From an optimization exercise on the open Yosys and OpenROAD flow, aimed at small area; shortcuts taken in it are not production practice.
Only simulation tests tie the RTL to the original design; equivalence was not proved.
The flow treats the clock pin as an ideal source. Dropping or thinning the clock tree relies on that and would not hold on a real chip.
Power and IR drop assume default switching activity.

==> flow/design.v (excerpt) <==
module KF76489 (
    input   logic           clock,
    input   logic           clock_enable,
    input   logic           reset,
    input   logic           CE_N,
    input   logic           WE_N,
    input   logic   [7:0]   D_IN,
    output  logic           READY,
    output  logic   [7:0]   AOUT
);
    logic   [3:0]   clock_divider_count;
    logic           divided_clock_en;
    logic   [7:0]   internal_data_bus;
    logic           write_tone1_frequency_h;
    logic           write_tone1_frequency_l;
    logic           write_tone1_attenuation;
    logic           write_tone2_frequency_h;
    logic           write_tone2_frequency_l;
    logic           write_tone2_attenuation;
    logic           write_tone3_frequency_h;
    logic           write_tone3_frequency_l;
    logic           write_tone3_attenuation;
    logic           write_noise_control;
    logic           write_noise_attenuation;
    logic           ext_noise_gen;
    logic   [5:0]   tone1_aout;
    logic   [5:0]   tone2_aout;
    logic   [5:0]   tone3_aout;
    logic   [5:0]   noise_aout;
    logic   [3:0]   attenuation_code;
    KF76489_Bus_Control_Logic u_Bus_Control_Logic (
        .clock                      (clock),
        .reset                      (reset),
        .CE_N                       (CE_N),
        .WE_N                       (WE_N),
        .D_IN                       (D_IN),
        .internal_data_bus          (internal_data_bus),
        .write_tone1_frequency_h    (write_tone1_frequency_h),
        .write_tone1_frequency_l    (write_tone1_frequency_l),
        .write_tone1_attenuation    (write_tone1_attenuation),
        .write_tone2_frequency_h    (write_tone2_frequency_h),
        .write_tone2_frequency_l    (write_tone2_frequency_l),
        .write_tone2_attenuation    (write_tone2_attenuation),
        .write_tone3_frequency_h    (write_tone3_frequency_h),
        .write_tone3_frequency_l    (write_tone3_frequency_l),
        .write_tone3_attenuation    (write_tone3_attenuation),
        .write_noise_control        (write_noise_control),
        .write_noise_attenuation    (write_noise_attenuation)
    );
    KF76489_Attenuation_Encode u_Attenuation_Encode (
        .attenuation                (internal_data_bus[7:4]),
        .code                       (attenuation_code)
    );
  ...
clock: 6.0 ns
lec_check: 0
cap_margin: 20
core_margin: 2
core_utilization: 60
place_density: 0.7
slew_margin: 20
standard.sh (not shown) runs the stock make flow with config.mk's settings and CLKGATE_MAP_FILE= SYNTH_SCRIPT=/design/flow/synth_recipe.tcl, a recipe that flattens the netlist after the stock synthesis.
==> flow/flow/run.sh <==
#!/bin/bash
# Layout flow: the standard flow (standard.sh) with these changes.
#  - Synthesis is the standard flow's (synth_recipe.tcl and ORFS's synth.tcl), except that
#    ABC maps the logic with flow/area.abc (area-oriented mapping, &nf -a)
#    instead of ORFS's abc_speed.script; registers are unchanged.
#  - Synthesis also leaves out the half-adder cells: Yosys's extract_fa pass
#    otherwise turns every 2-input AND that shares inputs with an XOR into a
#    half adder, which ABC cannot map into smaller gates.
#  - Ports are buffered with buf_1 instead of the clkdlybuf4s50_1 that
#    buffer_ports picks by itself (same function, 3.8 um2 instead of 10 um2).
set -euo pipefail
WORK=$(pwd)

sed "/source \$::env(SCRIPTS_DIR)\/synth_preamble.tcl/a set abc_args [lreplace \$abc_args 1 1 $WORK/flow/area.abc]" \
    "$FLOW_HOME/scripts/synth.tcl" > "$WORK/synth_area.tcl"
sed "s|source \$::env(SCRIPTS_DIR)/synth.tcl|source $WORK/synth_area.tcl|" synth_recipe.tcl > "$WORK/synth_bench_area.tcl"
grep -q "flow/area.abc" "$WORK/synth_area.tcl"
grep -q "synth_area.tcl" "$WORK/synth_bench_area.tcl"

DONT_USE="sky130_fd_sc_hd__probe_p_8 sky130_fd_sc_hd__probec_p_8 sky130_fd_sc_hd__lpflow_bleeder_1 sky130_fd_sc_hd__lpflow_clkbufkapwr_1 sky130_fd_sc_hd__lpflow_clkbufkapwr_16 sky130_fd_sc_hd__lpflow_clkbufkapwr_2 sky130_fd_sc_hd__lpflow_clkbufkapwr_4 sky130_fd_sc_hd__lpflow_clkbufkapwr_8 sky130_fd_sc_hd__lpflow_clkinvkapwr_1 sky130_fd_sc_hd__lpflow_clkinvkapwr_16 sky130_fd_sc_hd__lpflow_clkinvkapwr_2 sky130_fd_sc_hd__lpflow_clkinvkapwr_4 sky130_fd_sc_hd__lpflow_clkinvkapwr_8 sky130_fd_sc_hd__lpflow_decapkapwr_12 sky130_fd_sc_hd__lpflow_decapkapwr_3 sky130_fd_sc_hd__lpflow_decapkapwr_4 sky130_fd_sc_hd__lpflow_decapkapwr_6 sky130_fd_sc_hd__lpflow_decapkapwr_8 sky130_fd_sc_hd__lpflow_inputiso0n_1 sky130_fd_sc_hd__lpflow_inputiso0p_1 sky130_fd_sc_hd__lpflow_inputiso1n_1 sky130_fd_sc_hd__lpflow_inputiso1p_1 sky130_fd_sc_hd__lpflow_inputisolatch_1 sky130_fd_sc_hd__lpflow_isobufsrc_1 sky130_fd_sc_hd__lpflow_isobufsrc_16 sky130_fd_sc_hd__lpflow_isobufsrc_2 sky130_fd_sc_hd__lpflow_isobufsrc_4 sky130_fd_sc_hd__lpflow_isobufsrc_8 sky130_fd_sc_hd__lpflow_isobufsrckapwr_16 sky130_fd_sc_hd__lpflow_lsbuf_lh_hl_isowell_tap_1 sky130_fd_sc_hd__lpflow_lsbuf_lh_hl_isowell_tap_2 sky130_fd_sc_hd__lpflow_lsbuf_lh_hl_isowell_tap_4 sky130_fd_sc_hd__lpflow_lsbuf_lh_isowell_4 sky130_fd_sc_hd__lpflow_lsbuf_lh_isowell_tap_1 sky130_fd_sc_hd__lpflow_lsbuf_lh_isowell_tap_2 sky130_fd_sc_hd__lpflow_lsbuf_lh_isowell_tap_4 sky130_fd_sc_hd__ha_1 sky130_fd_sc_hd__ha_2 sky130_fd_sc_hd__ha_4"
PORT_BUF="-inputs -outputs -buffer_cell sky130_fd_sc_hd__buf_1"
CTS="-sink_clustering_enable -repair_clock_nets -buf_list sky130_fd_sc_hd__clkbuf_8 -dont_use_dummy_load"

export CLK_LEAVES=6 CLK_ROOTS=1
export CLK_LEAF_BUF=sky130_fd_sc_hd__inv_8 CLK_ROOT_BUF=sky130_fd_sc_hd__inv_8
bash standard.sh "SYNTH_SCRIPT=$WORK/synth_bench_area.tcl" "DONT_USE_CELLS=$DONT_USE" \
    "CTS_ARGS=$CTS" "PRE_CTS_TCL=$WORK/flow/manual_cts.tcl" \
    "BUFFER_PORTS_ARGS=$PORT_BUF" finish > flow_make.log 2>&1
Other scripts of this flow, unchanged in this note and not shown: flow/flow/area.abc, flow/flow/manual_cts.tcl
Change:
--- a/flow/design.v
+++ b/flow/design.v
@@ -37,27 +37,27 @@
     output  logic           write_tone2_frequency_l,
     output  logic           write_tone2_attenuation,
     output  logic           write_tone3_frequency_h,
     output  logic           write_tone3_frequency_l,
     output  logic           write_tone3_attenuation,
     output  logic           write_noise_control,
     output  logic           write_noise_attenuation
 );
+    logic           prev_write_enable_n;
     logic           write_flag;
     logic   [3:0]   stable_address;
     logic   [1:0]   latched_tone;
-    logic           prev_write_enable;
     always_ff @(posedge clock, posedge reset) begin
         if (reset)
-            prev_write_enable   <= 1'b0;
+            prev_write_enable_n <= 1'b1;
         else
-            prev_write_enable   <= ~(CE_N | WE_N);
+            prev_write_enable_n <= CE_N | WE_N;
     end
-    assign write_flag = prev_write_enable & WE_N;
+    assign write_flag = ~prev_write_enable_n & WE_N;
     always_ff @(posedge clock)
         internal_data_bus   <= D_IN;
     assign  stable_address = internal_data_bus[3:0];
     always_ff @(posedge clock, posedge reset) begin
         if (reset)
             latched_tone <= 2'b00;
         else if (write_flag)
             latched_tone <= (stable_address[0] & ~stable_address[3]) ? ~stable_address[2:1] : 2'b00;
@@ -319,24 +319,22 @@
         .write_noise_control        (write_noise_control),
         .write_noise_attenuation    (write_noise_attenuation),
         .ext_noise_gen              (ext_noise_gen),
         .analog_out                 (noise_aout)
     );
     logic           prev_ce_n;
     logic           negedge_ce_n;
     logic   [4:0]   wait_count;
-    logic           prev_ce;
     always_ff @(posedge clock, posedge reset) begin
         if (reset)
-            prev_ce     <= 1'b0;
+            prev_ce_n   <= 1'b1;
         else
-            prev_ce     <= ~CE_N;
+            prev_ce_n   <= CE_N;
     end
-    assign  prev_ce_n = ~prev_ce;
     assign  negedge_ce_n = prev_ce_n & ~CE_N;
     always_ff @(posedge clock) begin
         if (negedge_ce_n)
             wait_count  <= 5'b00000;
         else if (clock_enable & ~&wait_count)
             wait_count  <= wait_count + 5'd1;
         else
             wait_count  <= wait_count;
The changed run produced a clean layout. Total power fell by 0.81%. Via count fell by 3.5%. First-iteration DRC count fell by 27%. Critical path depth fell by 2. Combinational power fell by about 1%.
In every run of this note, the design's own scripts or RTL, not TritonCTS, make the clock network.

========
KF76489, a different RTL version from the one above (not shown whole).
Size in the first run: roughly 570 cells after synthesis, about 140 flip-flops, about 6000 µm² of cells after synthesis.
==> module KF76489_Attenuation, before the edit <==
module KF76489_Attenuation (
    input   logic   [3:0]   attenuation,
    input   logic           digital_in,
    output  logic   [5:0]   analog_out
);
    logic   [5:0]   level;
    always_comb begin
        case (attenuation)
            4'd0 : level = 6'd20;
            4'd1 : level = 6'd5;
            4'd2 : level = 6'd40;
            4'd3 : level = 6'd13;
            4'd4 : level = 6'd63;
            4'd5 : level = 6'd10;
            4'd6 : level = 6'd25;
            4'd7 : level = 6'd8;
            4'd8 : level = 6'd3;
            4'd9 : level = 6'd6;
            4'd10: level = 6'd32;
            4'd11: level = 6'd4;
            4'd12: level = 6'd50;
            4'd13: level = 6'd2;
            4'd14: level = 6'd16;
            4'd15: level = 6'd0;
        endcase
    end
    assign  analog_out = digital_in ? level : 6'd0;
endmodule
==> module KF76489_Attenuation_Encode, before the edit <==
module KF76489_Attenuation_Encode (
    input   logic   [3:0]   attenuation,
    output  logic   [3:0]   code
);
    wire    [15:0]  value = 16'd1 << attenuation;
    assign  code[0] = |(value & 16'hE2AA);
    assign  code[1] = |(value & 16'hD25C);
    assign  code[2] = |(value & 16'h83C7);
    assign  code[3] = |(value & 16'h99E8);
endmodule
==> flow/config.mk <==
export PLATFORM = sky130hd
export DESIGN_NAME = KF76489
export DESIGN_NICKNAME = KF76489
export VERILOG_FILES = /design/flow/design.v
export SDC_FILE = /design/flow/constraint.sdc
export NUM_CORES = 4
export LEC_CHECK = 0
export CAP_MARGIN = 20
export CORE_MARGIN = 2
export CORE_UTILIZATION = 40
export SLEW_MARGIN = 20
==> flow/constraint.sdc <==
create_clock -name core_clock -period 6.0 [get_ports {clock}]
set_input_delay 1.2000 -clock core_clock [delete_from_list [all_inputs] [get_ports {clock}]]
set_output_delay 1.2000 -clock core_clock [all_outputs]
set_load 0.01 [all_outputs]
==> flow/flow/run.sh <==
#!/bin/bash
# Layout flow: the standard flow (standard.sh) with these changes.
#  - Synthesis is the standard flow's (synth_recipe.tcl and ORFS's synth.tcl), except that
#    ABC maps the logic with flow/area.abc (area-oriented mapping, &nf -a)
#    instead of ORFS's abc_speed.script; registers are unchanged.
#  - Synthesis also leaves out the half-adder cells: Yosys's extract_fa pass
#    otherwise turns every 2-input AND that shares inputs with an XOR into a
#    half adder, which ABC cannot map into smaller gates.
#  - Ports are buffered with buf_1 instead of the clkdlybuf4s50_1 that
#    buffer_ports picks by itself (same function, 3.8 um2 instead of 10 um2).
#  - Clock tree synthesis with clkbuf_8 buffers and without dummy loads.
# Each tool's full output goes to a log file in this folder (flow_make.log,
# and ORFS's own logs under orfs/logs).
set -euo pipefail
WORK=$(pwd)

sed "/source \$::env(SCRIPTS_DIR)\/synth_preamble.tcl/a set abc_args [lreplace \$abc_args 1 1 $WORK/flow/area.abc]" \
    "$FLOW_HOME/scripts/synth.tcl" > "$WORK/synth_area.tcl"
sed "s|source \$::env(SCRIPTS_DIR)/synth.tcl|source $WORK/synth_area.tcl|" synth_recipe.tcl > "$WORK/synth_bench_area.tcl"
grep -q "flow/area.abc" "$WORK/synth_area.tcl"
grep -q "synth_area.tcl" "$WORK/synth_bench_area.tcl"

DONT_USE="sky130_fd_sc_hd__probe_p_8 sky130_fd_sc_hd__probec_p_8 sky130_fd_sc_hd__lpflow_bleeder_1 sky130_fd_sc_hd__lpflow_clkbufkapwr_1 sky130_fd_sc_hd__lpflow_clkbufkapwr_16 sky130_fd_sc_hd__lpflow_clkbufkapwr_2 sky130_fd_sc_hd__lpflow_clkbufkapwr_4 sky130_fd_sc_hd__lpflow_clkbufkapwr_8 sky130_fd_sc_hd__lpflow_clkinvkapwr_1 sky130_fd_sc_hd__lpflow_clkinvkapwr_16 sky130_fd_sc_hd__lpflow_clkinvkapwr_2 sky130_fd_sc_hd__lpflow_clkinvkapwr_4 sky130_fd_sc_hd__lpflow_clkinvkapwr_8 sky130_fd_sc_hd__lpflow_decapkapwr_12 sky130_fd_sc_hd__lpflow_decapkapwr_3 sky130_fd_sc_hd__lpflow_decapkapwr_4 sky130_fd_sc_hd__lpflow_decapkapwr_6 sky130_fd_sc_hd__lpflow_decapkapwr_8 sky130_fd_sc_hd__lpflow_inputiso0n_1 sky130_fd_sc_hd__lpflow_inputiso0p_1 sky130_fd_sc_hd__lpflow_inputiso1n_1 sky130_fd_sc_hd__lpflow_inputiso1p_1 sky130_fd_sc_hd__lpflow_inputisolatch_1 sky130_fd_sc_hd__lpflow_isobufsrc_1 sky130_fd_sc_hd__lpflow_isobufsrc_16 sky130_fd_sc_hd__lpflow_isobufsrc_2 sky130_fd_sc_hd__lpflow_isobufsrc_4 sky130_fd_sc_hd__lpflow_isobufsrc_8 sky130_fd_sc_hd__lpflow_isobufsrckapwr_16 sky130_fd_sc_hd__lpflow_lsbuf_lh_hl_isowell_tap_1 sky130_fd_sc_hd__lpflow_lsbuf_lh_hl_isowell_tap_2 sky130_fd_sc_hd__lpflow_lsbuf_lh_hl_isowell_tap_4 sky130_fd_sc_hd__lpflow_lsbuf_lh_isowell_4 sky130_fd_sc_hd__lpflow_lsbuf_lh_isowell_tap_1 sky130_fd_sc_hd__lpflow_lsbuf_lh_isowell_tap_2 sky130_fd_sc_hd__lpflow_lsbuf_lh_isowell_tap_4 sky130_fd_sc_hd__ha_1 sky130_fd_sc_hd__ha_2 sky130_fd_sc_hd__ha_4"
PORT_BUF="-inputs -outputs -buffer_cell sky130_fd_sc_hd__buf_1"
CTS="-sink_clustering_enable -repair_clock_nets -buf_list sky130_fd_sc_hd__clkbuf_8 -dont_use_dummy_load"

bash standard.sh "SYNTH_SCRIPT=$WORK/synth_bench_area.tcl" "DONT_USE_CELLS=$DONT_USE" \
    "CTS_ARGS=$CTS" "BUFFER_PORTS_ARGS=$PORT_BUF" finish > flow_make.log 2>&1
Other scripts of this flow, unchanged in this note and not shown: flow/flow/area.abc
==> next run, changes <==
--- a/flow/design.v
+++ b/flow/design.v
@@ -4,39 +4,54 @@
     output  logic   [5:0]   analog_out
 );
     logic   [5:0]   level;
     always_comb begin
         case (attenuation)
-            4'd0 : level = 6'd20;
-            4'd1 : level = 6'd5;
-            4'd2 : level = 6'd40;
-            4'd3 : level = 6'd13;
-            4'd4 : level = 6'd63;
-            4'd5 : level = 6'd10;
-            4'd6 : level = 6'd25;
-            4'd7 : level = 6'd8;
-            4'd8 : level = 6'd3;
-            4'd9 : level = 6'd6;
-            4'd10: level = 6'd32;
-            4'd11: level = 6'd4;
-            4'd12: level = 6'd50;
+            4'd0 : level = 6'd8;
+            4'd1 : level = 6'd40;
+            4'd2 : level = 6'd25;
+            4'd3 : level = 6'd3;
+            4'd4 : level = 6'd13;
+            4'd5 : level = 6'd32;
+            4'd6 : level = 6'd63;
+            4'd7 : level = 6'd50;
+            4'd8 : level = 6'd16;
+            4'd9 : level = 6'd10;
+            4'd10: level = 6'd4;
+            4'd11: level = 6'd5;
+            4'd12: level = 6'd20;
             4'd13: level = 6'd2;
-            4'd14: level = 6'd16;
+            4'd14: level = 6'd6;
             4'd15: level = 6'd0;
         endcase
     end
     assign  analog_out = digital_in ? level : 6'd0;
 endmodule
 module KF76489_Attenuation_Encode (
     input   logic   [3:0]   attenuation,
     output  logic   [3:0]   code
 );
-    wire    [15:0]  value = 16'd1 << attenuation;
-    assign  code[0] = |(value & 16'hE2AA);
-    assign  code[1] = |(value & 16'hD25C);
-    assign  code[2] = |(value & 16'h83C7);
-    assign  code[3] = |(value & 16'h99E8);
+    always_comb begin
+        case (attenuation)
+            4'd0 : code = 4'd6;    
+            4'd1 : code = 4'd9;    
+            4'd2 : code = 4'd2;    
+            4'd3 : code = 4'd10;    
+            4'd4 : code = 4'd1;    
+            4'd5 : code = 4'd14;    
+            4'd6 : code = 4'd8;    
+            4'd7 : code = 4'd13;    
+            4'd8 : code = 4'd7;    
+            4'd9 : code = 4'd0;    
+            4'd10: code = 4'd12;    
+            4'd11: code = 4'd3;    
+            4'd12: code = 4'd5;    
+            4'd13: code = 4'd11;    
+            4'd14: code = 4'd4;    
+            4'd15: code = 4'd15;    
+        endcase
+    end
 endmodule
 module KF76489_Bus_Control_Logic (
     input   logic           clock,
     input   logic           reset,
     input   logic           CE_N,
=>
- power climbs by 2.0%
- sequential power went up by about 4%
- wire length climbs by 1.8%
- flip-flop and latch count came out higher by 4
- final area grows by 2.4%
- count of clock-buffer cells in the layout does not change
- setup slack loses 0.37 ns
- combinational power is lower by about 1%
- register-to-register slack is worse by 0.37 ns
- global-route usage is about the same
- core utilization decreases by 0.63 points

==> afterwards: timing with drivers on the ports <==
Ports are ideal in the flow. The routed layouts listed here were re-timed in OpenROAD. Step 1: set_driving_cell puts a clkbuf_16 on clock and a buf_2 on each other input, an assumption about the parent block. Step 2 times the ports against the registers' clock, not the clock port: input delays grow and output delays shrink by t, the midpoint of the rising clock arrivals with the driver on. Slacks: no drivers / after step 1 / after step 2; pairs: no drivers / after step 1.
| run | t, ns | setup WS [ns] | worst setup path at the end |
|---|---|---|---|
| the first run of note 1 | 0.239 | 1.719 / 1.719 / 1.719 | register to register |
| the second run of note 1 | 0.241 | 1.864 / 1.864 / 1.864 | register to register |
| the first run of note 2 | 0.456 | 2.124 / 2.124 / 2.124 | register to register |
| the second run of note 2 | 0.456 | 1.753 / 1.753 / 1.753 | register to register |
After both steps every run listed still meets setup and hold.
